This is an optimization exercise on Yosys and OpenROAD, whose aim is small area, a short achievable clock period and few clock cycles per item, not a production implementation. Where RTL was checked, it was by simulation tests only, not by an equivalence proof against the original. For run 1, only the layout was checked, not whether the RTL still works. No activity file was given, so power comes from the tool's default toggle rates.

===== flow/design.v =====
module multiplyer(
    clk,
    rst_n,
    A,
    B,
    result,
    start_sig,
    done_sig
);
    input   clk;
    input   rst_n;
    input   [31:0]A;
    input   [31:0]B;
    input   start_sig;
    output  [31:0]result;
    output  [3:0]done_sig;
    wire    [23:0]ma = {1'b1, A[22:0]};
    wire    [23:0]mb = {1'b1, B[22:0]};
    reg     [1:0]cnt;       
    reg     [24:0]rX;          
    reg     [24:0]rY;
    reg     rC;
    reg     [8:0]rS;           
    reg     rSign;
    wire    first = (cnt == 2'd0);
    wire    done = (cnt == 2'd3);
    always @(posedge clk or negedge rst_n)
        if (!rst_n)
            cnt <= 2'd0;
        else if (start_sig && !done)
            cnt <= cnt + 1'b1;
        else
            cnt <= 2'd0;
    reg     [7:0]dig;
    always @(*)
        case (cnt)
            2'd0: dig = mb[7:0];
            2'd1: dig = mb[15:8];
            2'd2: dig = mb[23:16];
            default: dig = 8'd0;
        endcase
    wire    [24:0]ax = first ? 25'd0 : rX;
    wire    [24:0]ay = first ? 25'd0 : rY;
    wire    ac = first ? 1'b0 : rC;
    wire pp0_0;
    wire pp0_1;
    wire pp0_2;
    wire pp0_3;
    wire pp0_4;
    wire pp0_5;
    wire pp0_6;
    wire pp0_7;
    wire pp0_8;
    wire pp0_9;
    wire pp0_10;
    wire pp0_11;
    wire pp0_12;
    wire pp0_13;
    wire pp0_14;
    wire pp0_15;
    wire pp0_16;
    wire pp0_17;
    wire pp0_18;
    wire pp0_19;
    wire pp0_20;
    wire pp0_21;
    wire pp0_22;
    wire pp1_0;
    wire pp1_1;
    wire pp1_2;
    wire pp1_3;
    wire pp1_4;
    wire pp1_5;
    wire pp1_6;
    wire pp1_7;
    wire pp1_8;
    wire pp1_9;
    wire pp1_10;
    wire pp1_11;
    wire pp1_12;
    wire pp1_13;
    wire pp1_14;
    wire pp1_15;
    wire pp1_16;
    wire pp1_17;
    wire pp1_18;
    wire pp1_19;
    wire pp1_20;
    wire pp1_21;
    wire pp1_22;
    wire pp2_0;
    wire pp2_1;
    wire pp2_2;
    wire pp2_3;
    wire pp2_4;
    wire pp2_5;
    wire pp2_6;
    wire pp2_7;
    wire pp2_8;
    wire pp2_9;
    wire pp2_10;
    wire pp2_11;
    wire pp2_12;
    wire pp2_13;
    wire pp2_14;
    wire pp2_15;
    wire pp2_16;
    wire pp2_17;
    wire pp2_18;
    wire pp2_19;
    wire pp2_20;
    wire pp2_21;
    wire pp2_22;
    wire pp3_0;
    wire pp3_1;
    wire pp3_2;
    wire pp3_3;
    wire pp3_4;
    wire pp3_5;
    wire pp3_6;
    wire pp3_7;
    wire pp3_8;
    wire pp3_9;
    wire pp3_10;
    wire pp3_11;
    wire pp3_12;
    wire pp3_13;
    wire pp3_14;
    wire pp3_15;
    wire pp3_16;
    wire pp3_17;
    wire pp3_18;
    wire pp3_19;
    wire pp3_20;
    wire pp3_21;
    wire pp3_22;
    wire pp4_0;
    wire pp4_1;
    wire pp4_2;
    wire pp4_3;
    wire pp4_4;
    wire pp4_5;
    wire pp4_6;
    wire pp4_7;
    wire pp4_8;
    wire pp4_9;
    wire pp4_10;
    wire pp4_11;
    wire pp4_12;
    wire pp4_13;
    wire pp4_14;
    wire pp4_15;
    wire pp4_16;
    wire pp4_17;
    wire pp4_18;
    wire pp4_19;
    wire pp4_20;
    wire pp4_21;
    wire pp4_22;
    wire pp5_0;
    wire pp5_1;
    wire pp5_2;
    wire pp5_3;
    wire pp5_4;
    wire pp5_5;
    wire pp5_6;
    wire pp5_7;
    wire pp5_8;
    wire pp5_9;
    wire pp5_10;
    wire pp5_11;
    wire pp5_12;
    wire pp5_13;
    wire pp5_14;
    wire pp5_15;
    wire pp5_16;
    wire pp5_17;
    wire pp5_18;
    wire pp5_19;
    wire pp5_20;
    wire pp5_21;
    wire pp5_22;
    wire pp6_0;
    wire pp6_1;
    wire pp6_2;
    wire pp6_3;
    wire pp6_4;
    wire pp6_5;
    wire pp6_6;
    wire pp6_7;
    wire pp6_8;
    wire pp6_9;
    wire pp6_10;
    wire pp6_11;
    wire pp6_12;
    wire pp6_13;
    wire pp6_14;
    wire pp6_15;
    wire pp6_16;
    wire pp6_17;
    wire pp6_18;
    wire pp6_19;
    wire pp6_20;
    wire pp6_21;
    wire pp6_22;
    wire pp7_0;
    wire pp7_1;
    wire pp7_2;
    wire pp7_3;
    wire pp7_4;
    wire pp7_5;
    wire pp7_6;
    wire pp7_7;
    wire pp7_8;
    wire pp7_9;
    wire pp7_10;
    wire pp7_11;
    wire pp7_12;
    wire pp7_13;
    wire pp7_14;
    wire pp7_15;
    wire pp7_16;
    wire pp7_17;
    wire pp7_18;
    wire pp7_19;
    wire pp7_20;
    wire pp7_21;
    wire pp7_22;
    wire s1;
    wire c2;
    wire s3;
    wire c4;
    wire s5;
    wire c6;
    wire s7;
    wire c8;
    wire s9;
    wire c10;
    wire s11;
    wire c12;
    wire s13;
    wire c14;
    wire s15;
    wire c16;
    wire s17;
    wire c18;
    wire s19;
    wire c20;
    wire s21;
    wire c22;
    wire s23;
    wire c24;
    wire s25;
    wire c26;
    wire s27;
    wire c28;
    wire s29;
    wire c30;
    wire s31;
    wire c32;
    wire s33;
    wire c34;
    wire s35;
    wire c36;
    wire s37;
    wire c38;
    wire s39;
    wire c40;
    wire s41;
    wire c42;
    wire s43;
    wire c44;
    wire s45;
    wire c46;
    wire s47;
    wire c48;
    wire s49;
    wire c50;
    wire s51;
    wire c52;
    wire s53;
    wire c54;
    wire s55;
    wire c56;
    wire s57;
    wire c58;
    wire s59;
    wire c60;
    wire s61;
    wire c62;
    wire s63;
    wire c64;
    wire s65;
    wire c66;
    wire s67;
    wire c68;
    wire s69;
    wire c70;
    wire s71;
    wire c72;
    wire s73;
    wire c74;
    wire s75;
    wire c76;
    wire s77;
    wire c78;
    wire s79;
    wire c80;
    wire s81;
    wire c82;
    wire s83;
    wire c84;
    wire s85;
    wire c86;
    wire s87;
    wire c88;
    wire s89;
    wire c90;
    wire s91;
    wire c92;
    wire s93;
    wire c94;
    wire s95;
    wire c96;
    wire s97;
    wire c98;
    wire s99;
    wire c100;
    wire s101;
    wire c102;
    wire s103;
    wire c104;
    wire s105;
    wire c106;
    wire s107;
    wire c108;
    wire s109;
    wire c110;
    wire s111;
    wire c112;
    wire s113;
    wire c114;
    wire s115;
    wire c116;
    wire s117;
    wire c118;
    wire s119;
    wire c120;
    wire s121;
    wire c122;
    wire s123;
    wire c124;
    wire s125;
    wire c126;
    wire s127;
    wire c128;
    wire s129;
    wire c130;
    wire s131;
    wire c132;
    wire s133;
    wire c134;
    wire s135;
    wire c136;
    wire s137;
    wire c138;
    wire s139;
    wire c140;
    wire s141;
    wire c142;
    wire s143;
    wire c144;
    wire s145;
    wire c146;
    wire s147;
    wire c148;
    wire s149;
    wire c150;
    wire s151;
    wire c152;
    wire s153;
    wire c154;
    wire s155;
    wire c156;
    wire s157;
    wire c158;
    wire s159;
    wire c160;
    wire s161;
    wire c162;
    wire s163;
    wire c164;
    wire s165;
    wire c166;
    wire s167;
    wire c168;
    wire s169;
    wire c170;
    wire s171;
    wire c172;
    wire s173;
    wire c174;
    wire s175;
    wire c176;
    wire s177;
    wire c178;
    wire s179;
    wire c180;
    wire s181;
    wire c182;
    wire s183;
    wire c184;
    wire s185;
    wire c186;
    wire s187;
    wire c188;
    wire s189;
    wire c190;
    wire s191;
    wire c192;
    wire s193;
    wire c194;
    wire s195;
    wire c196;
    wire s197;
    wire c198;
    wire s199;
    wire c200;
    wire s201;
    wire c202;
    wire s203;
    wire c204;
    wire s205;
    wire c206;
    wire s207;
    wire c208;
    wire s209;
    wire c210;
    wire s211;
    wire c212;
    wire s213;
    wire c214;
    wire s215;
    wire c216;
    wire s217;
    wire c218;
    wire s219;
    wire c220;
    wire s221;
    wire c222;
    wire s223;
    wire c224;
    wire s225;
    wire c226;
    wire s227;
    wire c228;
    wire s229;
    wire c230;
    wire s231;
    wire c232;
    wire s233;
    wire c234;
    wire s235;
    wire c236;
    wire s237;
    wire c238;
    wire s239;
    wire c240;
    wire s241;
    wire c242;
    wire s243;
    wire c244;
    wire s245;
    wire c246;
    wire s247;
    wire c248;
    wire s249;
    wire c250;
    wire s251;
    wire c252;
    wire s253;
    wire c254;
    wire s255;
    wire c256;
    wire s257;
    wire c258;
    wire s259;
    wire c260;
    wire s261;
    wire c262;
    wire s263;
    wire c264;
    wire s265;
    wire c266;
    wire s267;
    wire c268;
    wire s269;
    wire c270;
    wire s271;
    wire c272;
    wire s273;
    wire c274;
    wire s275;
    wire c276;
    wire s277;
    wire c278;
    wire s279;
    wire c280;
    wire s281;
    wire c282;
    wire s283;
    wire c284;
    wire s285;
    wire c286;
    wire s287;
    wire c288;
    wire s289;
    wire c290;
    wire s291;
    wire c292;
    wire s293;
    wire c294;
    wire s295;
    wire c296;
    wire s297;
    wire c298;
    wire s299;
    wire c300;
    wire s301;
    wire c302;
    wire s303;
    wire c304;
    wire s305;
    wire c306;
    wire s307;
    wire c308;
    wire s309;
    wire c310;
    wire s311;
    wire c312;
    wire s313;
    wire c314;
    wire s315;
    wire c316;
    wire s317;
    wire c318;
    wire s319;
    wire c320;
    wire s321;
    wire c322;
    wire s323;
    wire c324;
    wire s325;
    wire c326;
    wire s327;
    wire c328;
    wire s329;
    wire c330;
    wire s331;
    wire c332;
    wire s333;
    wire c334;
    wire s335;
    wire c336;
    wire s337;
    wire c338;
    wire s339;
    wire c340;
    wire s341;
    wire c342;
    wire s343;
    wire c344;
    wire s345;
    wire c346;
    wire s347;
    wire c348;
    wire s349;
    wire c350;
    wire s351;
    wire c352;
    wire s353;
    wire c354;
    wire s355;
    wire c356;
    wire s357;
    wire c358;
    wire s359;
    wire c360;
    wire s361;
    wire c362;
    wire s363;
    wire c364;
    wire s365;
    wire c366;
    wire s367;
    wire c368;
    wire s369;
    wire c370;
    wire s371;
    wire c372;
    wire s373;
    wire c374;
    wire s375;
    wire c376;
    wire s377;
    wire c378;
    wire s379;
    wire c380;
    wire s381;
    wire c382;
    wire s383;
    wire c384;
    wire s385;
    wire c386;
    assign pp0_0 = ma[0] & dig[0];
    assign pp0_1 = ma[1] & dig[0];
    assign pp0_2 = ma[2] & dig[0];
    assign pp0_3 = ma[3] & dig[0];
    assign pp0_4 = ma[4] & dig[0];
    assign pp0_5 = ma[5] & dig[0];
    assign pp0_6 = ma[6] & dig[0];
    assign pp0_7 = ma[7] & dig[0];
    assign pp0_8 = ma[8] & dig[0];
    assign pp0_9 = ma[9] & dig[0];
    assign pp0_10 = ma[10] & dig[0];
    assign pp0_11 = ma[11] & dig[0];
    assign pp0_12 = ma[12] & dig[0];
    assign pp0_13 = ma[13] & dig[0];
    assign pp0_14 = ma[14] & dig[0];
    assign pp0_15 = ma[15] & dig[0];
    assign pp0_16 = ma[16] & dig[0];
    assign pp0_17 = ma[17] & dig[0];
    assign pp0_18 = ma[18] & dig[0];
    assign pp0_19 = ma[19] & dig[0];
    assign pp0_20 = ma[20] & dig[0];
    assign pp0_21 = ma[21] & dig[0];
    assign pp0_22 = ma[22] & dig[0];
    assign pp1_0 = ma[0] & dig[1];
    assign pp1_1 = ma[1] & dig[1];
    assign pp1_2 = ma[2] & dig[1];
    assign pp1_3 = ma[3] & dig[1];
    assign pp1_4 = ma[4] & dig[1];
    assign pp1_5 = ma[5] & dig[1];
    assign pp1_6 = ma[6] & dig[1];
    assign pp1_7 = ma[7] & dig[1];
    assign pp1_8 = ma[8] & dig[1];
    assign pp1_9 = ma[9] & dig[1];
    assign pp1_10 = ma[10] & dig[1];
    assign pp1_11 = ma[11] & dig[1];
    assign pp1_12 = ma[12] & dig[1];
    assign pp1_13 = ma[13] & dig[1];
    assign pp1_14 = ma[14] & dig[1];
    assign pp1_15 = ma[15] & dig[1];
    assign pp1_16 = ma[16] & dig[1];
    assign pp1_17 = ma[17] & dig[1];
    assign pp1_18 = ma[18] & dig[1];
    assign pp1_19 = ma[19] & dig[1];
    assign pp1_20 = ma[20] & dig[1];
    assign pp1_21 = ma[21] & dig[1];
    assign pp1_22 = ma[22] & dig[1];
    assign pp2_0 = ma[0] & dig[2];
    assign pp2_1 = ma[1] & dig[2];
    assign pp2_2 = ma[2] & dig[2];
    assign pp2_3 = ma[3] & dig[2];
    assign pp2_4 = ma[4] & dig[2];
    assign pp2_5 = ma[5] & dig[2];
    assign pp2_6 = ma[6] & dig[2];
    assign pp2_7 = ma[7] & dig[2];
    assign pp2_8 = ma[8] & dig[2];
    assign pp2_9 = ma[9] & dig[2];
    assign pp2_10 = ma[10] & dig[2];
    assign pp2_11 = ma[11] & dig[2];
    assign pp2_12 = ma[12] & dig[2];
    assign pp2_13 = ma[13] & dig[2];
    assign pp2_14 = ma[14] & dig[2];
    assign pp2_15 = ma[15] & dig[2];
    assign pp2_16 = ma[16] & dig[2];
    assign pp2_17 = ma[17] & dig[2];
    assign pp2_18 = ma[18] & dig[2];
    assign pp2_19 = ma[19] & dig[2];
    assign pp2_20 = ma[20] & dig[2];
    assign pp2_21 = ma[21] & dig[2];
    assign pp2_22 = ma[22] & dig[2];
    assign pp3_0 = ma[0] & dig[3];
    assign pp3_1 = ma[1] & dig[3];
    assign pp3_2 = ma[2] & dig[3];
    assign pp3_3 = ma[3] & dig[3];
    assign pp3_4 = ma[4] & dig[3];
    assign pp3_5 = ma[5] & dig[3];
    assign pp3_6 = ma[6] & dig[3];
    assign pp3_7 = ma[7] & dig[3];
    assign pp3_8 = ma[8] & dig[3];
    assign pp3_9 = ma[9] & dig[3];
    assign pp3_10 = ma[10] & dig[3];
    assign pp3_11 = ma[11] & dig[3];
    assign pp3_12 = ma[12] & dig[3];
    assign pp3_13 = ma[13] & dig[3];
    assign pp3_14 = ma[14] & dig[3];
    assign pp3_15 = ma[15] & dig[3];
    assign pp3_16 = ma[16] & dig[3];
    assign pp3_17 = ma[17] & dig[3];
    assign pp3_18 = ma[18] & dig[3];
    assign pp3_19 = ma[19] & dig[3];
    assign pp3_20 = ma[20] & dig[3];
    assign pp3_21 = ma[21] & dig[3];
    assign pp3_22 = ma[22] & dig[3];
    assign pp4_0 = ma[0] & dig[4];
    assign pp4_1 = ma[1] & dig[4];
    assign pp4_2 = ma[2] & dig[4];
    assign pp4_3 = ma[3] & dig[4];
    assign pp4_4 = ma[4] & dig[4];
    assign pp4_5 = ma[5] & dig[4];
    assign pp4_6 = ma[6] & dig[4];
    assign pp4_7 = ma[7] & dig[4];
    assign pp4_8 = ma[8] & dig[4];
    assign pp4_9 = ma[9] & dig[4];
    assign pp4_10 = ma[10] & dig[4];
    assign pp4_11 = ma[11] & dig[4];
    assign pp4_12 = ma[12] & dig[4];
    assign pp4_13 = ma[13] & dig[4];
    assign pp4_14 = ma[14] & dig[4];
    assign pp4_15 = ma[15] & dig[4];
    assign pp4_16 = ma[16] & dig[4];
    assign pp4_17 = ma[17] & dig[4];
    assign pp4_18 = ma[18] & dig[4];
    assign pp4_19 = ma[19] & dig[4];
    assign pp4_20 = ma[20] & dig[4];
    assign pp4_21 = ma[21] & dig[4];
    assign pp4_22 = ma[22] & dig[4];
    assign pp5_0 = ma[0] & dig[5];
    assign pp5_1 = ma[1] & dig[5];
    assign pp5_2 = ma[2] & dig[5];
    assign pp5_3 = ma[3] & dig[5];
    assign pp5_4 = ma[4] & dig[5];
    assign pp5_5 = ma[5] & dig[5];
    assign pp5_6 = ma[6] & dig[5];
    assign pp5_7 = ma[7] & dig[5];
    assign pp5_8 = ma[8] & dig[5];
    assign pp5_9 = ma[9] & dig[5];
    assign pp5_10 = ma[10] & dig[5];
    assign pp5_11 = ma[11] & dig[5];
    assign pp5_12 = ma[12] & dig[5];
    assign pp5_13 = ma[13] & dig[5];
    assign pp5_14 = ma[14] & dig[5];
    assign pp5_15 = ma[15] & dig[5];
    assign pp5_16 = ma[16] & dig[5];
    assign pp5_17 = ma[17] & dig[5];
    assign pp5_18 = ma[18] & dig[5];
    assign pp5_19 = ma[19] & dig[5];
    assign pp5_20 = ma[20] & dig[5];
    assign pp5_21 = ma[21] & dig[5];
    assign pp5_22 = ma[22] & dig[5];
    assign pp6_0 = ma[0] & dig[6];
    assign pp6_1 = ma[1] & dig[6];
    assign pp6_2 = ma[2] & dig[6];
    assign pp6_3 = ma[3] & dig[6];
    assign pp6_4 = ma[4] & dig[6];
    assign pp6_5 = ma[5] & dig[6];
    assign pp6_6 = ma[6] & dig[6];
    assign pp6_7 = ma[7] & dig[6];
    assign pp6_8 = ma[8] & dig[6];
    assign pp6_9 = ma[9] & dig[6];
    assign pp6_10 = ma[10] & dig[6];
    assign pp6_11 = ma[11] & dig[6];
    assign pp6_12 = ma[12] & dig[6];
    assign pp6_13 = ma[13] & dig[6];
    assign pp6_14 = ma[14] & dig[6];
    assign pp6_15 = ma[15] & dig[6];
    assign pp6_16 = ma[16] & dig[6];
    assign pp6_17 = ma[17] & dig[6];
    assign pp6_18 = ma[18] & dig[6];
    assign pp6_19 = ma[19] & dig[6];
    assign pp6_20 = ma[20] & dig[6];
    assign pp6_21 = ma[21] & dig[6];
    assign pp6_22 = ma[22] & dig[6];
    assign pp7_0 = ma[0] & dig[7];
    assign pp7_1 = ma[1] & dig[7];
    assign pp7_2 = ma[2] & dig[7];
    assign pp7_3 = ma[3] & dig[7];
    assign pp7_4 = ma[4] & dig[7];
    assign pp7_5 = ma[5] & dig[7];
    assign pp7_6 = ma[6] & dig[7];
    assign pp7_7 = ma[7] & dig[7];
    assign pp7_8 = ma[8] & dig[7];
    assign pp7_9 = ma[9] & dig[7];
    assign pp7_10 = ma[10] & dig[7];
    assign pp7_11 = ma[11] & dig[7];
    assign pp7_12 = ma[12] & dig[7];
    assign pp7_13 = ma[13] & dig[7];
    assign pp7_14 = ma[14] & dig[7];
    assign pp7_15 = ma[15] & dig[7];
    assign pp7_16 = ma[16] & dig[7];
    assign pp7_17 = ma[17] & dig[7];
    assign pp7_18 = ma[18] & dig[7];
    assign pp7_19 = ma[19] & dig[7];
    assign pp7_20 = ma[20] & dig[7];
    assign pp7_21 = ma[21] & dig[7];
    assign pp7_22 = ma[22] & dig[7];
    assign s1 = ax[8] ^ ay[8];
    assign c2 = ax[8] & ay[8];
    assign s3 = ax[9] ^ ay[9] ^ pp0_8;
    assign c4 = (ax[9] & ay[9]) | (ax[9] & pp0_8) | (ay[9] & pp0_8);
    assign s5 = ax[10] ^ ay[10] ^ pp0_9;
    assign c6 = (ax[10] & ay[10]) | (ax[10] & pp0_9) | (ay[10] & pp0_9);
    assign s7 = ax[11] ^ ay[11] ^ pp0_10;
    assign c8 = (ax[11] & ay[11]) | (ax[11] & pp0_10) | (ay[11] & pp0_10);
    assign s9 = ax[12] ^ ay[12] ^ pp0_11;
    assign c10 = (ax[12] & ay[12]) | (ax[12] & pp0_11) | (ay[12] & pp0_11);
    assign s11 = ax[13] ^ ay[13] ^ pp0_12;
    assign c12 = (ax[13] & ay[13]) | (ax[13] & pp0_12) | (ay[13] & pp0_12);
    assign s13 = ax[14] ^ ay[14] ^ pp0_13;
    assign c14 = (ax[14] & ay[14]) | (ax[14] & pp0_13) | (ay[14] & pp0_13);
    assign s15 = ax[15] ^ ay[15] ^ pp0_14;
    assign c16 = (ax[15] & ay[15]) | (ax[15] & pp0_14) | (ay[15] & pp0_14);
    assign s17 = ax[16] ^ ay[16] ^ pp0_15;
    assign c18 = (ax[16] & ay[16]) | (ax[16] & pp0_15) | (ay[16] & pp0_15);
    assign s19 = ax[17] ^ ay[17] ^ pp0_16;
    assign c20 = (ax[17] & ay[17]) | (ax[17] & pp0_16) | (ay[17] & pp0_16);
    assign s21 = ax[18] ^ ay[18] ^ pp0_17;
    assign c22 = (ax[18] & ay[18]) | (ax[18] & pp0_17) | (ay[18] & pp0_17);
    assign s23 = ax[19] ^ ay[19] ^ pp0_18;
    assign c24 = (ax[19] & ay[19]) | (ax[19] & pp0_18) | (ay[19] & pp0_18);
    assign s25 = ax[20] ^ ay[20] ^ pp0_19;
    assign c26 = (ax[20] & ay[20]) | (ax[20] & pp0_19) | (ay[20] & pp0_19);
    assign s27 = ax[21] ^ ay[21] ^ pp0_20;
    assign c28 = (ax[21] & ay[21]) | (ax[21] & pp0_20) | (ay[21] & pp0_20);
    assign s29 = ax[22] ^ ay[22] ^ pp0_21;
    assign c30 = (ax[22] & ay[22]) | (ax[22] & pp0_21) | (ay[22] & pp0_21);
    assign s31 = ax[23] ^ ay[23] ^ pp0_22;
    assign c32 = (ax[23] & ay[23]) | (ax[23] & pp0_22) | (ay[23] & pp0_22);
    assign s33 = ax[24] ^ ay[24] ^ dig[0];
    assign c34 = (ax[24] & ay[24]) | (ax[24] & dig[0]) | (ay[24] & dig[0]);
    assign s35 = ax[5] ^ ay[5];
    assign c36 = ax[5] & ay[5];
    assign s37 = ax[6] ^ ay[6] ^ pp0_5;
    assign c38 = (ax[6] & ay[6]) | (ax[6] & pp0_5) | (ay[6] & pp0_5);
    assign s39 = pp1_4 ^ pp2_3;
    assign c40 = pp1_4 & pp2_3;
    assign s41 = ax[7] ^ ay[7] ^ pp0_6;
    assign c42 = (ax[7] & ay[7]) | (ax[7] & pp0_6) | (ay[7] & pp0_6);
    assign s43 = pp1_5 ^ pp2_4 ^ pp3_3;
    assign c44 = (pp1_5 & pp2_4) | (pp1_5 & pp3_3) | (pp2_4 & pp3_3);
    assign s45 = pp4_2 ^ pp5_1;
    assign c46 = pp4_2 & pp5_1;
    assign s47 = s1 ^ pp0_7 ^ pp1_6;
    assign c48 = (s1 & pp0_7) | (s1 & pp1_6) | (pp0_7 & pp1_6);
    assign s49 = pp2_5 ^ pp3_4 ^ pp4_3;
    assign c50 = (pp2_5 & pp3_4) | (pp2_5 & pp4_3) | (pp3_4 & pp4_3);
    assign s51 = pp5_2 ^ pp6_1 ^ pp7_0;
    assign c52 = (pp5_2 & pp6_1) | (pp5_2 & pp7_0) | (pp6_1 & pp7_0);
    assign s53 = c2 ^ pp1_7 ^ pp2_6;
    assign c54 = (c2 & pp1_7) | (c2 & pp2_6) | (pp1_7 & pp2_6);
    assign s55 = pp3_5 ^ pp4_4 ^ pp5_3;
    assign c56 = (pp3_5 & pp4_4) | (pp3_5 & pp5_3) | (pp4_4 & pp5_3);
    assign s57 = pp6_2 ^ pp7_1 ^ s3;
    assign c58 = (pp6_2 & pp7_1) | (pp6_2 & s3) | (pp7_1 & s3);
    assign s59 = pp1_8 ^ pp2_7 ^ pp3_6;
    assign c60 = (pp1_8 & pp2_7) | (pp1_8 & pp3_6) | (pp2_7 & pp3_6);
    assign s61 = pp4_5 ^ pp5_4 ^ pp6_3;
    assign c62 = (pp4_5 & pp5_4) | (pp4_5 & pp6_3) | (pp5_4 & pp6_3);
    assign s63 = pp7_2 ^ c4 ^ s5;
    assign c64 = (pp7_2 & c4) | (pp7_2 & s5) | (c4 & s5);
    assign s65 = pp1_9 ^ pp2_8 ^ pp3_7;
    assign c66 = (pp1_9 & pp2_8) | (pp1_9 & pp3_7) | (pp2_8 & pp3_7);
    assign s67 = pp4_6 ^ pp5_5 ^ pp6_4;
    assign c68 = (pp4_6 & pp5_5) | (pp4_6 & pp6_4) | (pp5_5 & pp6_4);
    assign s69 = pp7_3 ^ c6 ^ s7;
    assign c70 = (pp7_3 & c6) | (pp7_3 & s7) | (c6 & s7);
    assign s71 = pp1_10 ^ pp2_9 ^ pp3_8;
    assign c72 = (pp1_10 & pp2_9) | (pp1_10 & pp3_8) | (pp2_9 & pp3_8);
    assign s73 = pp4_7 ^ pp5_6 ^ pp6_5;
    assign c74 = (pp4_7 & pp5_6) | (pp4_7 & pp6_5) | (pp5_6 & pp6_5);
    assign s75 = pp7_4 ^ c8 ^ s9;
    assign c76 = (pp7_4 & c8) | (pp7_4 & s9) | (c8 & s9);
    assign s77 = pp1_11 ^ pp2_10 ^ pp3_9;
    assign c78 = (pp1_11 & pp2_10) | (pp1_11 & pp3_9) | (pp2_10 & pp3_9);
    assign s79 = pp4_8 ^ pp5_7 ^ pp6_6;
    assign c80 = (pp4_8 & pp5_7) | (pp4_8 & pp6_6) | (pp5_7 & pp6_6);
    assign s81 = pp7_5 ^ c10 ^ s11;
    assign c82 = (pp7_5 & c10) | (pp7_5 & s11) | (c10 & s11);
    assign s83 = pp1_12 ^ pp2_11 ^ pp3_10;
    assign c84 = (pp1_12 & pp2_11) | (pp1_12 & pp3_10) | (pp2_11 & pp3_10);
    assign s85 = pp4_9 ^ pp5_8 ^ pp6_7;
    assign c86 = (pp4_9 & pp5_8) | (pp4_9 & pp6_7) | (pp5_8 & pp6_7);
    assign s87 = pp7_6 ^ c12 ^ s13;
    assign c88 = (pp7_6 & c12) | (pp7_6 & s13) | (c12 & s13);
    assign s89 = pp1_13 ^ pp2_12 ^ pp3_11;
    assign c90 = (pp1_13 & pp2_12) | (pp1_13 & pp3_11) | (pp2_12 & pp3_11);
    assign s91 = pp4_10 ^ pp5_9 ^ pp6_8;
    assign c92 = (pp4_10 & pp5_9) | (pp4_10 & pp6_8) | (pp5_9 & pp6_8);
    assign s93 = pp7_7 ^ c14 ^ s15;
    assign c94 = (pp7_7 & c14) | (pp7_7 & s15) | (c14 & s15);
    assign s95 = pp1_14 ^ pp2_13 ^ pp3_12;
    assign c96 = (pp1_14 & pp2_13) | (pp1_14 & pp3_12) | (pp2_13 & pp3_12);
    assign s97 = pp4_11 ^ pp5_10 ^ pp6_9;
    assign c98 = (pp4_11 & pp5_10) | (pp4_11 & pp6_9) | (pp5_10 & pp6_9);
    assign s99 = pp7_8 ^ c16 ^ s17;
    assign c100 = (pp7_8 & c16) | (pp7_8 & s17) | (c16 & s17);
    assign s101 = pp1_15 ^ pp2_14 ^ pp3_13;
    assign c102 = (pp1_15 & pp2_14) | (pp1_15 & pp3_13) | (pp2_14 & pp3_13);
    assign s103 = pp4_12 ^ pp5_11 ^ pp6_10;
    assign c104 = (pp4_12 & pp5_11) | (pp4_12 & pp6_10) | (pp5_11 & pp6_10);
    assign s105 = pp7_9 ^ c18 ^ s19;
    assign c106 = (pp7_9 & c18) | (pp7_9 & s19) | (c18 & s19);
    assign s107 = pp1_16 ^ pp2_15 ^ pp3_14;
    assign c108 = (pp1_16 & pp2_15) | (pp1_16 & pp3_14) | (pp2_15 & pp3_14);
    assign s109 = pp4_13 ^ pp5_12 ^ pp6_11;
    assign c110 = (pp4_13 & pp5_12) | (pp4_13 & pp6_11) | (pp5_12 & pp6_11);
    assign s111 = pp7_10 ^ c20 ^ s21;
    assign c112 = (pp7_10 & c20) | (pp7_10 & s21) | (c20 & s21);
    assign s113 = pp1_17 ^ pp2_16 ^ pp3_15;
    assign c114 = (pp1_17 & pp2_16) | (pp1_17 & pp3_15) | (pp2_16 & pp3_15);
    assign s115 = pp4_14 ^ pp5_13 ^ pp6_12;
    assign c116 = (pp4_14 & pp5_13) | (pp4_14 & pp6_12) | (pp5_13 & pp6_12);
    assign s117 = pp7_11 ^ c22 ^ s23;
    assign c118 = (pp7_11 & c22) | (pp7_11 & s23) | (c22 & s23);
    assign s119 = pp1_18 ^ pp2_17 ^ pp3_16;
    assign c120 = (pp1_18 & pp2_17) | (pp1_18 & pp3_16) | (pp2_17 & pp3_16);
    assign s121 = pp4_15 ^ pp5_14 ^ pp6_13;
    assign c122 = (pp4_15 & pp5_14) | (pp4_15 & pp6_13) | (pp5_14 & pp6_13);
    assign s123 = pp7_12 ^ c24 ^ s25;
    assign c124 = (pp7_12 & c24) | (pp7_12 & s25) | (c24 & s25);
    assign s125 = pp1_19 ^ pp2_18 ^ pp3_17;
    assign c126 = (pp1_19 & pp2_18) | (pp1_19 & pp3_17) | (pp2_18 & pp3_17);
    assign s127 = pp4_16 ^ pp5_15 ^ pp6_14;
    assign c128 = (pp4_16 & pp5_15) | (pp4_16 & pp6_14) | (pp5_15 & pp6_14);
    assign s129 = pp7_13 ^ c26 ^ s27;
    assign c130 = (pp7_13 & c26) | (pp7_13 & s27) | (c26 & s27);
    assign s131 = pp1_20 ^ pp2_19 ^ pp3_18;
    assign c132 = (pp1_20 & pp2_19) | (pp1_20 & pp3_18) | (pp2_19 & pp3_18);
    assign s133 = pp4_17 ^ pp5_16 ^ pp6_15;
    assign c134 = (pp4_17 & pp5_16) | (pp4_17 & pp6_15) | (pp5_16 & pp6_15);
    assign s135 = pp7_14 ^ c28 ^ s29;
    assign c136 = (pp7_14 & c28) | (pp7_14 & s29) | (c28 & s29);
    assign s137 = pp1_21 ^ pp2_20 ^ pp3_19;
    assign c138 = (pp1_21 & pp2_20) | (pp1_21 & pp3_19) | (pp2_20 & pp3_19);
    assign s139 = pp4_18 ^ pp5_17 ^ pp6_16;
    assign c140 = (pp4_18 & pp5_17) | (pp4_18 & pp6_16) | (pp5_17 & pp6_16);
    assign s141 = pp7_15 ^ c30 ^ s31;
    assign c142 = (pp7_15 & c30) | (pp7_15 & s31) | (c30 & s31);
    assign s143 = pp1_22 ^ pp2_21 ^ pp3_20;
    assign c144 = (pp1_22 & pp2_21) | (pp1_22 & pp3_20) | (pp2_21 & pp3_20);
    assign s145 = pp4_19 ^ pp5_18 ^ pp6_17;
    assign c146 = (pp4_19 & pp5_18) | (pp4_19 & pp6_17) | (pp5_18 & pp6_17);
    assign s147 = pp7_16 ^ s33 ^ c32;
    assign c148 = (pp7_16 & s33) | (pp7_16 & c32) | (s33 & c32);
    assign s149 = dig[1] ^ pp2_22 ^ pp3_21;
    assign c150 = (dig[1] & pp2_22) | (dig[1] & pp3_21) | (pp2_22 & pp3_21);
    assign s151 = pp4_20 ^ pp5_19 ^ pp6_18;
    assign c152 = (pp4_20 & pp5_19) | (pp4_20 & pp6_18) | (pp5_19 & pp6_18);
    assign s153 = pp7_17 ^ c34;
    assign c154 = pp7_17 & c34;
    assign s155 = dig[2] ^ pp3_22 ^ pp4_21;
    assign c156 = (dig[2] & pp3_22) | (dig[2] & pp4_21) | (pp3_22 & pp4_21);
    assign s157 = pp5_20 ^ pp6_19;
    assign c158 = pp5_20 & pp6_19;
    assign s159 = dig[3] ^ pp4_22;
    assign c160 = dig[3] & pp4_22;
    assign s161 = ax[3] ^ ay[3];
    assign c162 = ax[3] & ay[3];
    assign s163 = ax[4] ^ ay[4] ^ pp0_3;
    assign c164 = (ax[4] & ay[4]) | (ax[4] & pp0_3) | (ay[4] & pp0_3);
    assign s165 = pp1_2 ^ pp2_1;
    assign c166 = pp1_2 & pp2_1;
    assign s167 = s35 ^ pp0_4 ^ pp1_3;
    assign c168 = (s35 & pp0_4) | (s35 & pp1_3) | (pp0_4 & pp1_3);
    assign s169 = pp2_2 ^ pp3_1 ^ pp4_0;
    assign c170 = (pp2_2 & pp3_1) | (pp2_2 & pp4_0) | (pp3_1 & pp4_0);
    assign s171 = c36 ^ pp3_2 ^ pp4_1;
    assign c172 = (c36 & pp3_2) | (c36 & pp4_1) | (pp3_2 & pp4_1);
    assign s173 = pp5_0 ^ s39 ^ s37;
    assign c174 = (pp5_0 & s39) | (pp5_0 & s37) | (s39 & s37);
    assign s175 = pp6_0 ^ c40 ^ s45;
    assign c176 = (pp6_0 & c40) | (pp6_0 & s45) | (c40 & s45);
    assign s177 = c38 ^ s41 ^ s43;
    assign c178 = (c38 & s41) | (c38 & s43) | (s41 & s43);
    assign s179 = c46 ^ c42 ^ c44;
    assign c180 = (c46 & c42) | (c46 & c44) | (c42 & c44);
    assign s181 = s47 ^ s49 ^ s51;
    assign c182 = (s47 & s49) | (s47 & s51) | (s49 & s51);
    assign s183 = c48 ^ c50 ^ c52;
    assign c184 = (c48 & c50) | (c48 & c52) | (c50 & c52);
    assign s185 = s53 ^ s55 ^ s57;
    assign c186 = (s53 & s55) | (s53 & s57) | (s55 & s57);
    assign s187 = c54 ^ c56 ^ s59;
    assign c188 = (c54 & c56) | (c54 & s59) | (c56 & s59);
    assign s189 = s61 ^ c58 ^ s63;
    assign c190 = (s61 & c58) | (s61 & s63) | (c58 & s63);
    assign s191 = c60 ^ c62 ^ s65;
    assign c192 = (c60 & c62) | (c60 & s65) | (c62 & s65);
    assign s193 = s67 ^ c64 ^ s69;
    assign c194 = (s67 & c64) | (s67 & s69) | (c64 & s69);
    assign s195 = c66 ^ c68 ^ s71;
    assign c196 = (c66 & c68) | (c66 & s71) | (c68 & s71);
    assign s197 = s73 ^ c70 ^ s75;
    assign c198 = (s73 & c70) | (s73 & s75) | (c70 & s75);
    assign s199 = c72 ^ c74 ^ s77;
    assign c200 = (c72 & c74) | (c72 & s77) | (c74 & s77);
    assign s201 = s79 ^ c76 ^ s81;
    assign c202 = (s79 & c76) | (s79 & s81) | (c76 & s81);
    assign s203 = c78 ^ c80 ^ s83;
    assign c204 = (c78 & c80) | (c78 & s83) | (c80 & s83);
    assign s205 = s85 ^ c82 ^ s87;
    assign c206 = (s85 & c82) | (s85 & s87) | (c82 & s87);
    assign s207 = c84 ^ c86 ^ s89;
    assign c208 = (c84 & c86) | (c84 & s89) | (c86 & s89);
    assign s209 = s91 ^ c88 ^ s93;
    assign c210 = (s91 & c88) | (s91 & s93) | (c88 & s93);
    assign s211 = c90 ^ c92 ^ s95;
    assign c212 = (c90 & c92) | (c90 & s95) | (c92 & s95);
    assign s213 = s97 ^ c94 ^ s99;
    assign c214 = (s97 & c94) | (s97 & s99) | (c94 & s99);
    assign s215 = c96 ^ c98 ^ s101;
    assign c216 = (c96 & c98) | (c96 & s101) | (c98 & s101);
    assign s217 = s103 ^ c100 ^ s105;
    assign c218 = (s103 & c100) | (s103 & s105) | (c100 & s105);
    assign s219 = c102 ^ c104 ^ s107;
    assign c220 = (c102 & c104) | (c102 & s107) | (c104 & s107);
    assign s221 = s109 ^ c106 ^ s111;
    assign c222 = (s109 & c106) | (s109 & s111) | (c106 & s111);
    assign s223 = c108 ^ c110 ^ s113;
    assign c224 = (c108 & c110) | (c108 & s113) | (c110 & s113);
    assign s225 = s115 ^ c112 ^ s117;
    assign c226 = (s115 & c112) | (s115 & s117) | (c112 & s117);
    assign s227 = c114 ^ c116 ^ s119;
    assign c228 = (c114 & c116) | (c114 & s119) | (c116 & s119);
    assign s229 = s121 ^ c118 ^ s123;
    assign c230 = (s121 & c118) | (s121 & s123) | (c118 & s123);
    assign s231 = c120 ^ c122 ^ s125;
    assign c232 = (c120 & c122) | (c120 & s125) | (c122 & s125);
    assign s233 = s127 ^ c124 ^ s129;
    assign c234 = (s127 & c124) | (s127 & s129) | (c124 & s129);
    assign s235 = c126 ^ c128 ^ s131;
    assign c236 = (c126 & c128) | (c126 & s131) | (c128 & s131);
    assign s237 = s133 ^ c130 ^ s135;
    assign c238 = (s133 & c130) | (s133 & s135) | (c130 & s135);
    assign s239 = c132 ^ c134 ^ s137;
    assign c240 = (c132 & c134) | (c132 & s137) | (c134 & s137);
    assign s241 = s139 ^ c136 ^ s141;
    assign c242 = (s139 & c136) | (s139 & s141) | (c136 & s141);
    assign s243 = c138 ^ c140 ^ s143;
    assign c244 = (c138 & c140) | (c138 & s143) | (c140 & s143);
    assign s245 = s145 ^ c142 ^ s147;
    assign c246 = (s145 & c142) | (s145 & s147) | (c142 & s147);
    assign s247 = c144 ^ c146 ^ s149;
    assign c248 = (c144 & c146) | (c144 & s149) | (c146 & s149);
    assign s249 = s151 ^ s153 ^ c148;
    assign c250 = (s151 & s153) | (s151 & c148) | (s153 & c148);
    assign s251 = pp7_18 ^ s157 ^ c150;
    assign c252 = (pp7_18 & s157) | (pp7_18 & c150) | (s157 & c150);
    assign s253 = c152 ^ c154 ^ s155;
    assign c254 = (c152 & c154) | (c152 & s155) | (c154 & s155);
    assign s255 = pp5_21 ^ pp6_20 ^ pp7_19;
    assign c256 = (pp5_21 & pp6_20) | (pp5_21 & pp7_19) | (pp6_20 & pp7_19);
    assign s257 = c158 ^ s159 ^ c156;
    assign c258 = (c158 & s159) | (c158 & c156) | (s159 & c156);
    assign s259 = dig[4] ^ pp5_22 ^ pp6_21;
    assign c260 = (dig[4] & pp5_22) | (dig[4] & pp6_21) | (pp5_22 & pp6_21);
    assign s261 = pp7_20 ^ c160;
    assign c262 = pp7_20 & c160;
    assign s263 = dig[5] ^ pp6_22;
    assign c264 = dig[5] & pp6_22;
    assign s265 = ax[2] ^ ay[2];
    assign c266 = ax[2] & ay[2];
    assign s267 = s161 ^ pp0_2 ^ pp1_1;
    assign c268 = (s161 & pp0_2) | (s161 & pp1_1) | (pp0_2 & pp1_1);
    assign s269 = c162 ^ pp3_0 ^ s165;
    assign c270 = (c162 & pp3_0) | (c162 & s165) | (pp3_0 & s165);
    assign s271 = c166 ^ c164 ^ s167;
    assign c272 = (c166 & c164) | (c166 & s167) | (c164 & s167);
    assign s273 = c168 ^ c170 ^ s171;
    assign c274 = (c168 & c170) | (c168 & s171) | (c170 & s171);
    assign s275 = c172 ^ s175 ^ c174;
    assign c276 = (c172 & s175) | (c172 & c174) | (s175 & c174);
    assign s277 = c176 ^ c178 ^ s179;
    assign c278 = (c176 & c178) | (c176 & s179) | (c178 & s179);
    assign s279 = c180 ^ c182 ^ s183;
    assign c280 = (c180 & c182) | (c180 & s183) | (c182 & s183);
    assign s281 = c184 ^ s187 ^ c186;
    assign c282 = (c184 & s187) | (c184 & c186) | (s187 & c186);
    assign s283 = c188 ^ s191 ^ c190;
    assign c284 = (c188 & s191) | (c188 & c190) | (s191 & c190);
    assign s285 = c192 ^ s195 ^ c194;
    assign c286 = (c192 & s195) | (c192 & c194) | (s195 & c194);
    assign s287 = c196 ^ s199 ^ c198;
    assign c288 = (c196 & s199) | (c196 & c198) | (s199 & c198);
    assign s289 = c200 ^ s203 ^ c202;
    assign c290 = (c200 & s203) | (c200 & c202) | (s203 & c202);
    assign s291 = c204 ^ s207 ^ c206;
    assign c292 = (c204 & s207) | (c204 & c206) | (s207 & c206);
    assign s293 = c208 ^ s211 ^ c210;
    assign c294 = (c208 & s211) | (c208 & c210) | (s211 & c210);
    assign s295 = c212 ^ s215 ^ c214;
    assign c296 = (c212 & s215) | (c212 & c214) | (s215 & c214);
    assign s297 = c216 ^ s219 ^ c218;
    assign c298 = (c216 & s219) | (c216 & c218) | (s219 & c218);
    assign s299 = c220 ^ s223 ^ c222;
    assign c300 = (c220 & s223) | (c220 & c222) | (s223 & c222);
    assign s301 = c224 ^ s227 ^ c226;
    assign c302 = (c224 & s227) | (c224 & c226) | (s227 & c226);
    assign s303 = c228 ^ s231 ^ c230;
    assign c304 = (c228 & s231) | (c228 & c230) | (s231 & c230);
    assign s305 = c232 ^ s235 ^ c234;
    assign c306 = (c232 & s235) | (c232 & c234) | (s235 & c234);
    assign s307 = c236 ^ s239 ^ c238;
    assign c308 = (c236 & s239) | (c236 & c238) | (s239 & c238);
    assign s309 = c240 ^ s243 ^ c242;
    assign c310 = (c240 & s243) | (c240 & c242) | (s243 & c242);
    assign s311 = c244 ^ s247 ^ c246;
    assign c312 = (c244 & s247) | (c244 & c246) | (s247 & c246);
    assign s313 = c248 ^ s251 ^ s253;
    assign c314 = (c248 & s251) | (c248 & s253) | (s251 & s253);
    assign s315 = s255 ^ c252 ^ c254;
    assign c316 = (s255 & c252) | (s255 & c254) | (c252 & c254);
    assign s317 = c256 ^ s259 ^ s261;
    assign c318 = (c256 & s259) | (c256 & s261) | (s259 & s261);
    assign s319 = pp7_21 ^ s263 ^ c260;
    assign c320 = (pp7_21 & s263) | (pp7_21 & c260) | (s263 & c260);
    assign s321 = dig[6] ^ pp7_22;
    assign c322 = dig[6] & pp7_22;
    assign s323 = ac ^ ax[0];
    assign c324 = ac & ax[0];
    assign s325 = ax[1] ^ ay[1] ^ pp0_0;
    assign c326 = (ax[1] & ay[1]) | (ax[1] & pp0_0) | (ay[1] & pp0_0);
    assign s327 = s265 ^ pp0_1 ^ pp1_0;
    assign c328 = (s265 & pp0_1) | (s265 & pp1_0) | (pp0_1 & pp1_0);
    assign s329 = c266 ^ pp2_0 ^ s267;
    assign c330 = (c266 & pp2_0) | (c266 & s267) | (pp2_0 & s267);
    assign s331 = c268 ^ s163 ^ s269;
    assign c332 = (c268 & s163) | (c268 & s269) | (s163 & s269);
    assign s333 = s169 ^ c270 ^ s271;
    assign c334 = (s169 & c270) | (s169 & s271) | (c270 & s271);
    assign s335 = c272 ^ s173 ^ s273;
    assign c336 = (c272 & s173) | (c272 & s273) | (s173 & s273);
    assign s337 = c274 ^ s177 ^ s275;
    assign c338 = (c274 & s177) | (c274 & s275) | (s177 & s275);
    assign s339 = s181 ^ c276 ^ s277;
    assign c340 = (s181 & c276) | (s181 & s277) | (c276 & s277);
    assign s341 = c278 ^ s279 ^ s185;
    assign c342 = (c278 & s279) | (c278 & s185) | (s279 & s185);
    assign s343 = c280 ^ s189 ^ s281;
    assign c344 = (c280 & s189) | (c280 & s281) | (s189 & s281);
    assign s345 = s193 ^ c282 ^ s283;
    assign c346 = (s193 & c282) | (s193 & s283) | (c282 & s283);
    assign s347 = s197 ^ c284 ^ s285;
    assign c348 = (s197 & c284) | (s197 & s285) | (c284 & s285);
    assign s349 = s201 ^ c286 ^ s287;
    assign c350 = (s201 & c286) | (s201 & s287) | (c286 & s287);
    assign s351 = s205 ^ c288 ^ s289;
    assign c352 = (s205 & c288) | (s205 & s289) | (c288 & s289);
    assign s353 = s209 ^ c290 ^ s291;
    assign c354 = (s209 & c290) | (s209 & s291) | (c290 & s291);
    assign s355 = s213 ^ c292 ^ s293;
    assign c356 = (s213 & c292) | (s213 & s293) | (c292 & s293);
    assign s357 = s217 ^ c294 ^ s295;
    assign c358 = (s217 & c294) | (s217 & s295) | (c294 & s295);
    assign s359 = s221 ^ c296 ^ s297;
    assign c360 = (s221 & c296) | (s221 & s297) | (c296 & s297);
    assign s361 = s225 ^ c298 ^ s299;
    assign c362 = (s225 & c298) | (s225 & s299) | (c298 & s299);
    assign s363 = s229 ^ c300 ^ s301;
    assign c364 = (s229 & c300) | (s229 & s301) | (c300 & s301);
    assign s365 = s233 ^ c302 ^ s303;
    assign c366 = (s233 & c302) | (s233 & s303) | (c302 & s303);
    assign s367 = s237 ^ c304 ^ s305;
    assign c368 = (s237 & c304) | (s237 & s305) | (c304 & s305);
    assign s369 = s241 ^ c306 ^ s307;
    assign c370 = (s241 & c306) | (s241 & s307) | (c306 & s307);
    assign s371 = s245 ^ c308 ^ s309;
    assign c372 = (s245 & c308) | (s245 & s309) | (c308 & s309);
    assign s373 = s249 ^ c310 ^ s311;
    assign c374 = (s249 & c310) | (s249 & s311) | (c310 & s311);
    assign s375 = c250 ^ s313 ^ c312;
    assign c376 = (c250 & s313) | (c250 & c312) | (s313 & c312);
    assign s377 = s257 ^ c314 ^ s315;
    assign c378 = (s257 & c314) | (s257 & s315) | (c314 & s315);
    assign s379 = c258 ^ s317 ^ c316;
    assign c380 = (c258 & s317) | (c258 & c316) | (s317 & c316);
    assign s381 = c262 ^ s319 ^ c318;
    assign c382 = (c262 & s319) | (c262 & c318) | (s319 & c318);
    assign s383 = c264 ^ s321 ^ c320;
    assign c384 = (c264 & s321) | (c264 & c320) | (s321 & c320);
    assign s385 = dig[7] ^ c322;
    assign c386 = dig[7] & c322;
    wire    [32:0]zx = {c386, s385, s383, s381, c378, s377, c374, c372, c370, c368, c366, c364, c362, c360, c358, c356, c354, c352, c350, c348, c346, c344, c342, c340, c338, c336, c334, c332, c330, c328, c326, c324, ay[0]};
    wire    [32:0]zy = {1'b0, c384, c382, c380, s379, c376, s375, s373, s371, s369, s367, s365, s363, s361, s359, s357, s355, s353, s351, s349, s347, s345, s343, s341, s339, s337, s335, s333, s331, s329, s327, s325, s323};
    wire    [8:0]zl = {1'b0, zx[7:0]} + {1'b0, zy[7:0]};
    always @(posedge clk) begin
        rX <= zx[32:8];
        rY <= zy[32:8];
        rC <= zl[8];
        rS <= {1'b0, A[30:23]} + {1'b0, B[30:23]};
        rSign <= A[31] ^ B[31];
    end
    wire    [24:0]P = rX + rY + rC;
    wire    p47 = P[24];
    wire    [22:0]M = p47 ? P[23:1] : P[22:0];
    wire    [9:0]E0 = {1'b0, rS} - 10'd127;
    wire    [9:0]E1 = {1'b0, rS} - 10'd126;
    wire    ov0 = (E0[9:8] == 2'b01);
    wire    un0 = (E0[9:8] == 2'b11);
    wire    ov1 = (E1[9:8] == 2'b01);
    wire    un1 = (E1[9:8] == 2'b11);
    wire    isOver = p47 ? ov1 : ov0;
    wire    isUnder = p47 ? un1 : un0;
    wire    ovf = p47 ? (ov1 | un1) : (ov0 | un0);
    wire    [7:0]Ex = p47 ? E1[7:0] : E0[7:0];
    assign  result = ovf ? 32'h3F800000 : {rSign, Ex, M};
    assign  done_sig = {isOver, isUnder, 1'b0, done};
endmodule

===== flow/flow/run.sh =====
#!/bin/bash
export BUFFER_PORTS_ARGS="-buffer_cell sky130_fd_sc_hd__buf_2"
bash standard.sh > standard.log 2>&1

===== flow/standard.sh =====
#!/bin/bash
# synth_recipe.tcl (not shown) runs the flow's synth.tcl, then flattens the netlist and writes it again
# the make line also repeats each setting of config.mk as NAME=value (left out here)
make -C /OpenROAD-flow-scripts/flow DESIGN_CONFIG=/design/flow/config.mk WORK_HOME=/design/flow/orfs CLKGATE_MAP_FILE= SYNTH_SCRIPT=/design/flow/synth_recipe.tcl "${@:-finish}"

===== flow/config.mk =====
export PLATFORM = sky130hd
export DESIGN_NAME = multiplyer
export DESIGN_NICKNAME = multiplyer
export VERILOG_FILES = /design/flow/design.v
export SDC_FILE = /design/flow/constraint.sdc
export NUM_CORES = 4
export LEC_CHECK = 0
export CAP_MARGIN = 20
export CORE_MARGIN = 2
export CORE_UTILIZATION = 40
export SETUP_SLACK_MARGIN = 3.4
export SLEW_MARGIN = 20

===== flow/constraint.sdc =====
create_clock -name core_clock -period 8.0 [get_ports {clk}]
set_input_delay 1.6000 -clock core_clock [delete_from_list [all_inputs] [get_ports {clk}]]
set_output_delay 1.6000 -clock core_clock [all_outputs]
set_load 0.01 [all_outputs]

==> impl_results.md, run 1 <==
* CTS tree: done
* Tmin final at 4.775 ns
* Starting DRT DRC Count at 324
* Setup Viol. Count Final at 0
* CP Data Required Time at 6.40 ns
* Max_cap viols at 0
* Synth cell types at 73
* Max transition margin at 31.42%
* Largest family of logic cells by synthesized area: adder cells
* Bufs on Longest Clock Path at 2
* F_max at 209.4 MHz
* Synth async-reset ratio at 3.226%
* Final hold vios at 0
* Mapped Cells at 1074
* Most frequent cell after synthesis: inv_1
* Total number of vias at 7574
* Post-synthesis mux area share at 0%
* Port Buffers at 101
* Post-Syn Area at 9594 um^2
* Fin nets at 1490
* Global-route congestion overflow total at 0
* Hold WC Path Type: reg -> reg
* Utilization after layout at 48.17%
* Die Span X at 158.9 um
* Xor/xnor cell area share of the yosys netlist at 3.182%
* Synthesis-stage register bit count at 62
* Cell count of the worst reg-to-reg path at 13
* Antenna-violating nets left at 0
* Fraction of final layout cells with drive strength greater than 1 at 23.48%
* Share of the synthesized area in the top cell type at 37.56%
* Final period util at 59.69%
* Synth warn at 1
* TNS Setup at 0 ns
* H-Tree Depth at 3
* Worst setup startpoint: rY[0]$_DFF_P_
* Slew Viols, Final at 0
* Area contributors post-synth: fa_1 38%, dfxtp_1 13%, inv_1 8.4%
* Min-Delay Startpoint: cnt[0]$_DFF_PN0_
* Compound-gate portion of the synthesized area at 10.47%
* Fin cells at 1508
* Worst setup EP type: primary output
* Critical R2R Capture: rY[6]$_DFF_P_
* RD Place Congestion at 0.8381
* Pwr dens at 407.0 nW/um^2
* GRT Total Usage at 20.76%
* TritonCTS buffer count at 9
* Post-synth EDFFs at 0
* Status: complete, no violations
* Num rows at 56
* Initial antenna violation count at 0
* Vias per cell at 5.023
* Reg2Reg Launch Point: cnt[0]$_DFF_PN0_
* Root buffer cell: clkbuf_16
* Vias in the first global route at 8142
* Largest net degree at the start of global routing at 34
* Worst-Margin Slew at 1.027 ns
* Placed cells at 1461
* Area Overhead vs Synth at 18.19%
* Maximum vdd drop at 0.0001746 V
* Register area share after synthesis at 13.04%
* DRT Wirelength at 24.95 mm
* Worst Clk Skew at 0.005448 ns
* WL/cell at 16.55 um
* Syn Area/Cell at 8.933 um^2
* # DRC at 0
* Reg2reg setup slack at 3.52 ns
* Starting Density at 40.75%
* Leakage at 5.477 nW
* Crit path max fanout at 14
* Syn nets at 1381
* Clock Sinks at 62
* Clock transition at the registers of the reported paths at 0.06 ns
* Library cell with the largest summed area after synthesis: fa_1
* Ys flop type: dfxtp_1
* Post-synthesis simple-gate area fraction at 17.37%
* I/O pin total at 103
* Synth Area in Adders at 45.38%
* CP endpoint: result[9]
* Top cells by count, synth: 214 x inv_1, 180 x fa_1, 163 x nand2_1
* Dpl hpwl at 19.41 mm
* Arrival time at the worst endpoint at 3.18 ns
* Clk Latency, worst-skew pair at 0.34 ns
* Die footprint at 25240 um^2
* First-pass GRT wire length at 41.63 mm
* Setup CP Type: reg -> out
* Core Region at 23540 um^2
* RSZ-0062 raised after global routing: true
* Filler Cells Inserted at 2329
* Startpoint Class: register
* Drt pass-1 iters at 5
* Die height at 158.9 um
==> layer usage <==
| metal | vias to the layer above | track usage (%) | wire [um] |
|---|---|---|---|
| met5 | - | 0 | 0 |
| met4 | 0 | 7.025 | 650 |
| met3 | 41 | 3.187 | 854 |
| met2 | 142 | 37.51 | 13010 |
| met1 | 3832 | 25.23 | 10430 |
| li1 | 3559 | - | - |
==> worst min path at each step <==
stage                                   to  slack [ns]  cells after the start
after floorplan           cnt[0]$_DFF_PN0_        0.46                      1
after global placement    cnt[0]$_DFF_PN0_        0.49                      1
after detailed placement  cnt[0]$_DFF_PN0_        0.50                      1
after CTS                 cnt[0]$_DFF_PN0_        0.50                      1
after global routing      cnt[0]$_DFF_PN0_        0.53                      1
final                     cnt[0]$_DFF_PN0_        0.50                      1
==> cells by family after synthesis <==
logic type | count (synthesis)
AOI/OAI and AO/OA | 137
DFF | 62
adders and majority gates | 240
xor gates and xnor gates | 34
other | 1
and+or+nand+nor | 344
buffers and inverters | 256
==> what timing repair did <==
action	4_1_cts	5_1_grt
endpoints found under the setup margin	39	63
gates resized for setup	51	93
gates cloned	5	0
buffers inserted	19	6
pin swaps	48	56
hold buffers	0	0
==> layout make-up <==
cell class	instances	area, um^2	area share (%)
inverters	214	803.3	7.084
well taps	319	399.1	3.520
multi-input cells	757	7675	67.68
diodes	1	2.502	0.02207
clock buffers	9	225.2	1.986
flip-flops and latches	62	1255	11.07
clock inverters	7	50.05	0.4414
repair buffers	139	929.6	8.198
==> power breakdown <==
part           internal, W  switching, W
registers         0.000483      0.000100
logic              0.00159       0.00208
clock network     0.000210      0.000155
total              0.00228       0.00233
==> worst max-delay path, stage by stage (launching register included) <==
cell and delay [ns]:
dfxtp_2 0.35, fa_2 0.22, inv_2 0.04, fa_2 0.33
nand2b_4 0.16, a211oi_4 0.31, nor2_2 0.09, o21a_2 0.26
a21oi_4 0.17, buf_12 0.14, buf_4 0.11, nor2_4 0.05
nor2_4 0.12, buf_12 0.14, a22o_1 0.17, buf_2 0.15
==> per-stage QoR <==
stage	worst slack [ns]	area [um^2]	hold slack, ns	total power (W)
6_report	3.225	11340	0.4981	0.004615
5_1_grt	3.094	11340	0.5296	0.005154
4_1_cts	3.231	11040	0.5048	0.004432
3_5_place_dp	2.953	10380	0.4993	0.003878
3_3_place_gp	2.963	10380	0.4944	0.003820
2_1_floorplan	3.388	9625	0.4647	0.002923
==> layout by cell type, fill, tap and decap left out, types with 4 or more instances in the layout <==
cell / n
o21ai_0: 14
and3_1: 5
o21ai_1: 11
buf_12: 6
fa_1: 155
o21bai_1: 4
nand2_2: 10
nand3_2: 6
clkbuf_16: 9
nor3_1: 6
ha_1: 56
a211oi_1: 4
a21o_1: 7
a21oi_1: 29
a222oi_1: 7
nand2_4: 6
nand2_1: 147
fa_2: 25
nor2_1: 29
inv_1: 188
buf_4: 20
xor2_1: 9
inv_2: 26
nor2b_1: 17
dfxtp_1: 57
and2_1: 74
nand4_1: 4
xnor2_1: 23
o31ai_2: 5
nand3_1: 15
buf_2: 98
a22o_1: 12
buf_6: 15
==> state kept, by name, summed over array words and instances (netlist names) <==
name / flops
rC: 1
rSign: 1
rX: 25
cnt: 2
rS: 9
rY: 24
==> inputs of run 2 (changes only) <==
--- a/flow/design.v
+++ b/flow/design.v
@@ -1196,3 +1196,2 @@
     wire    p47 = P[24];
-    wire    [22:0]M = p47 ? P[23:1] : P[22:0];
     wire    [9:0]E0 = {1'b0, rS} - 10'd127;
@@ -1203,8 +1202,10 @@
     wire    un1 = (E1[9:8] == 2'b11);
-    wire    isOver = p47 ? ov1 : ov0;
-    wire    isUnder = p47 ? un1 : un0;
-    wire    ovf = p47 ? (ov1 | un1) : (ov0 | un0);
-    wire    [7:0]Ex = p47 ? E1[7:0] : E0[7:0];
-    assign  result = ovf ? 32'h3F800000 : {rSign, Ex, M};
-    assign  done_sig = {isOver, isUnder, 1'b0, done};
+    wire    ok0 = ~(ov0 | un0);
+    wire    ok1 = ~(ov1 | un1);
+    wire    [8:0]R0 = ok0 ? {rSign, E0[7:0]} : 9'h07F;
+    wire    [8:0]R1 = ok1 ? {rSign, E1[7:0]} : 9'h07F;
+    wire    [22:0]M0 = P[22:0] & {23{ok0}};
+    wire    [22:0]M1 = P[23:1] & {23{ok1}};
+    assign  result = p47 ? {R1, M1} : {R0, M0};
+    assign  done_sig = {p47 ? ov1 : ov0, p47 ? un1 : un0, 1'b0, done};
 endmodule
--- a/flow/config.mk
+++ b/flow/config.mk
@@ -10,3 +10,3 @@
 export CORE_UTILIZATION = 40
-export SETUP_SLACK_MARGIN = 3.4
+export SETUP_SLACK_MARGIN = 3.0
 export SLEW_MARGIN = 20
==> impl_results.md, run 2 <==
* Status: complete, no violations
* Top Registers: rX: 25 flops, rY: 24 flops, rS: 9 flops
* Final Power at 0.004576 W
* H-Tree Depth at 3
* Most flops, register: rX
* Fin area at 11200 um^2
* Root buffer cell: clkbuf_16
* Pwr dens at 408.5 nW/um^2
* Initial antenna violation count at 0
* CP Data Required Time at 6.40 ns
* Startpoint Class: register
* Reg2Reg Launch Point: cnt[0]$_DFF_PN0_
* Reg2reg setup slack at 3.60 ns
* Slew Viols, Final at 0
* Worst-Margin Slew at 1.104 ns
* GRT Total Usage at 19.97%
* Most frequent cells in the layout: 215 x inv_1, 178 x fa_1, 138 x nand2_1
* Setup Viol. Count Final at 0
* Tmin final at 4.915 ns
* Synthesis-stage register bit count at 62
* Post-synth EDFFs at 0
* Cell count of the worst reg-to-reg path at 15
* Core Region at 23610 um^2
* Drt pass-1 iters at 7
* Starting Density at 41.07%
* Bufs on Longest Clock Path at 2
* Final period util at 61.43%
* RSZ-0062 raised after global routing: true
* Crit path max fanout at 6
* TNS Setup at 0 ns
* Most frequent cell after synthesis: inv_1
* Global-route congestion overflow total at 0
* Clock Sinks at 62
* Worst setup EP type: primary output
* Mapped Cells at 1092
* Library cell with the largest summed area after synthesis: fa_1
* Vias per cell at 5.042
* Top cells by count, synth: 216 x inv_1, 180 x fa_1, 138 x nand2_1
* Critical R2R Capture: rY[13]$_DFF_P_
* Post-Syn Area at 9698 um^2
* Area Overhead vs Synth at 15.51%
* Max transition margin at 26.33%
* CTS tree: done
* Setup CP Type: reg -> out
* Fraction of final layout cells with drive strength greater than 1 at 14.10%
* Largest net degree at the start of global routing at 59
* CTS hold repair buffers at 0
* F_max at 203.5 MHz
* TritonCTS buffer count at 9
* N_diodes at 0
* Clock transition at the registers of the reported paths at 0.06 ns
* Antenna-violating nets left at 0
* Vias in the first global route at 7940
* Share of the synthesized area in the top cell type at 37.16%
* Leakage at 5.507 nW
* Synth cell types at 62
* Syn Area/Cell at 8.881 um^2
* Hold path depth at 1
* I/O pin total at 103
* RD Place Congestion at 0.8094
* Die Span X at 159.7 um
* Setup WS pre-CTS at 2.486 ns
* Setup WS post-layout at 3.085 ns
* Worst Clk Skew at 0.01366 ns
* Fin nets at 1501
* Port Buffers at 101
* Die footprint at 25510 um^2
* First-pass GRT wire length at 40.76 mm
* Synth warn at 1
* Area contributors post-synth: fa_1 37%, dfxtp_1 12%, inv_1 8.4%
* CP endpoint: result[1]
* Dpl cell area at 10510 um^2
* Arrival time at the worst endpoint at 3.31 ns
* # DRC at 0
* Maximum vdd drop at 0.0001638 V
* DRT Wirelength at 24.63 mm
* Worst setup startpoint: rX[0]$_DFF_P_
* Final hold vios at 0
* Die height at 159.7 um
* Hold WC Path Type: reg -> reg
* Clk Latency, worst-skew pair at 0.34 ns
* Syn nets at 1399
* Most common cell after layout, fill and taps aside: inv_1
* Synth async-reset ratio at 3.226%
* Utilization after layout at 47.44%
* Num rows at 56
* Ys flop type: dfxtp_1
* Dpl hpwl at 19.77 mm
* Starting DRT DRC Count at 383
* Largest register FFs at 25
* WL/cell at 16.22 um
* Max_cap viols at 0
* Register area share after synthesis at 12.90%
* Total number of vias at 7653
==> run 2: changes by cell type after synthesis, moves of 6 or more <==
| cell | delta |
|---|---|
| o21ai_1 | -6 |
| nand3_1 | +8 |
| a22o_1 | -13 |
| a21o_1 | +6 |
| clkbuf_1 | +6 |
| o21ai_0 | -6 |
| a21oi_1 | +6 |
| nand2_1 | -25 |
| nand2b_1 | +36 |
==> run 2: cell families (layout without fill, tap and decap cells) <==
| kind of cell | after synthesis | in the layout | synth area share [%] |
|---|---|---|---|
| compound gates | 140 | 140 | 10.31 |
| xor+xnor | 32 | 34 | 2.967 |
| fa+ha+maj | 240 | 240 | 44.90 |
| buf+inv | 257 | 362 | 10.17 |
| flops | 62 | 62 | 12.90 |
| mux | 4 | 4 | 0.4644 |
| other cells | 1 | 1 | 0.03867 |
| simple gates | 356 | 356 | 18.26 |
==> run 2: worst min path at each step <==
stage / start / end
final: cnt[0]$_DFF_PN0_ / cnt[0]$_DFF_PN0_
after floorplan: cnt[0]$_DFF_PN0_ / cnt[0]$_DFF_PN0_
after detailed placement: cnt[0]$_DFF_PN0_ / cnt[0]$_DFF_PN0_
after CTS: cnt[0]$_DFF_PN0_ / cnt[0]$_DFF_PN0_
after global routing: cnt[0]$_DFF_PN0_ / cnt[0]$_DFF_PN0_
after global placement: cnt[0]$_DFF_PN0_ / cnt[0]$_DFF_PN0_
==> run 2: where the power goes <==
part	internal, W	switching (W)	total [W]
registers	0.000483	0.0000978	0.000581
logic	0.00148	0.00204	0.00353
clock network	0.000314	0.000153	0.000467
total	0.00228	0.00230	0.00458
==> run 2: final cells by class <==
cell class              instances  area (um^2)
repair buffers                130        763.2
fillers                      2288        12410
clock buffers                  11        242.7
well taps                     319        399.1
inverters                     216        810.8
clock inverters                 5        106.4
multi-input cells             775         7626
flip-flops and latches         62         1254
==> run 2: what timing repair did <==
action / 4_1_cts / 5_1_grt
setup endpoints to repair: 33 / 25
gates cloned: 1 / 1
buffers inserted: 10 / 8
resized for setup: 9 / 13
pin swaps: 4 / 6
==> run 2: worst max-delay path, stage by stage, from the launching register on <==
cell and delay (ns):
dfxtp_2 0.33, fa_2 0.41, inv_2 0.07, fa_2 0.20, nand2b_4 0.14, a21oi_4 0.06, o21ai_2 0.21, o21ai_2 0.12
a311oi_4 0.36, buf_6 0.18, xnor2_4 0.11, buf_6 0.19, or3_1 0.34, o31ai_1 0.08, buf_2 0.18
==> run 2: metrics by stage <==
step | hold WS (ns) | cells
floorplan | 0.4628 | 1092
global placement | 0.4858 | 1482
detailed placement | 0.4900 | 1482
CTS | 0.4970 | 1509
global route | 0.5206 | 1518
finish | 0.4981 | 1518
==> run 2: routing by layer <==
layer | vias to the layer above | routed length, um | GRT usage (%)
li1 | 3595 | - | -
met2 | 141 | 12460 | 34.67
met1 | 3878 | 10920 | 26.20
met3 | 39 | 684 | 2.234
met4 | 0 | 558 | 6.240
met5 | - | 0 | 0
Testbench counts of run 2, summed over its fixed seeds: cycles 6,400, items 1,600.

afterwards: timing with drivers on the ports:
Ports are ideal in the flow. The routed layouts listed here were re-timed in OpenROAD. Step 1: set_driving_cell puts a clkbuf_16 on clk and a buf_2 on each other input, an assumption about the parent block. Step 2 times the ports against the registers' clock, not the clock port: input delays grow and output delays shrink by t, the midpoint of the rising clock arrivals with the driver on. Three values: no drivers, after step 1, after step 2; two values: the first two.
run | t, ns | slack for setup (ns) | worst setup path after step 2 | clock arrival spread, ns
run 1 | 0.383 | 3.225 / 3.183 / 2.959 | input to register | 0.006 / 0.006
run 2 | 0.383 | 3.085 / 3.041 / 2.963 | input to register | 0.017 / 0.017
After both steps setup and hold are still met in every run listed. For run 1, which loses most, drivers alone change the setup slack by -0.042 ns; drivers and shift together by -0.266 ns.
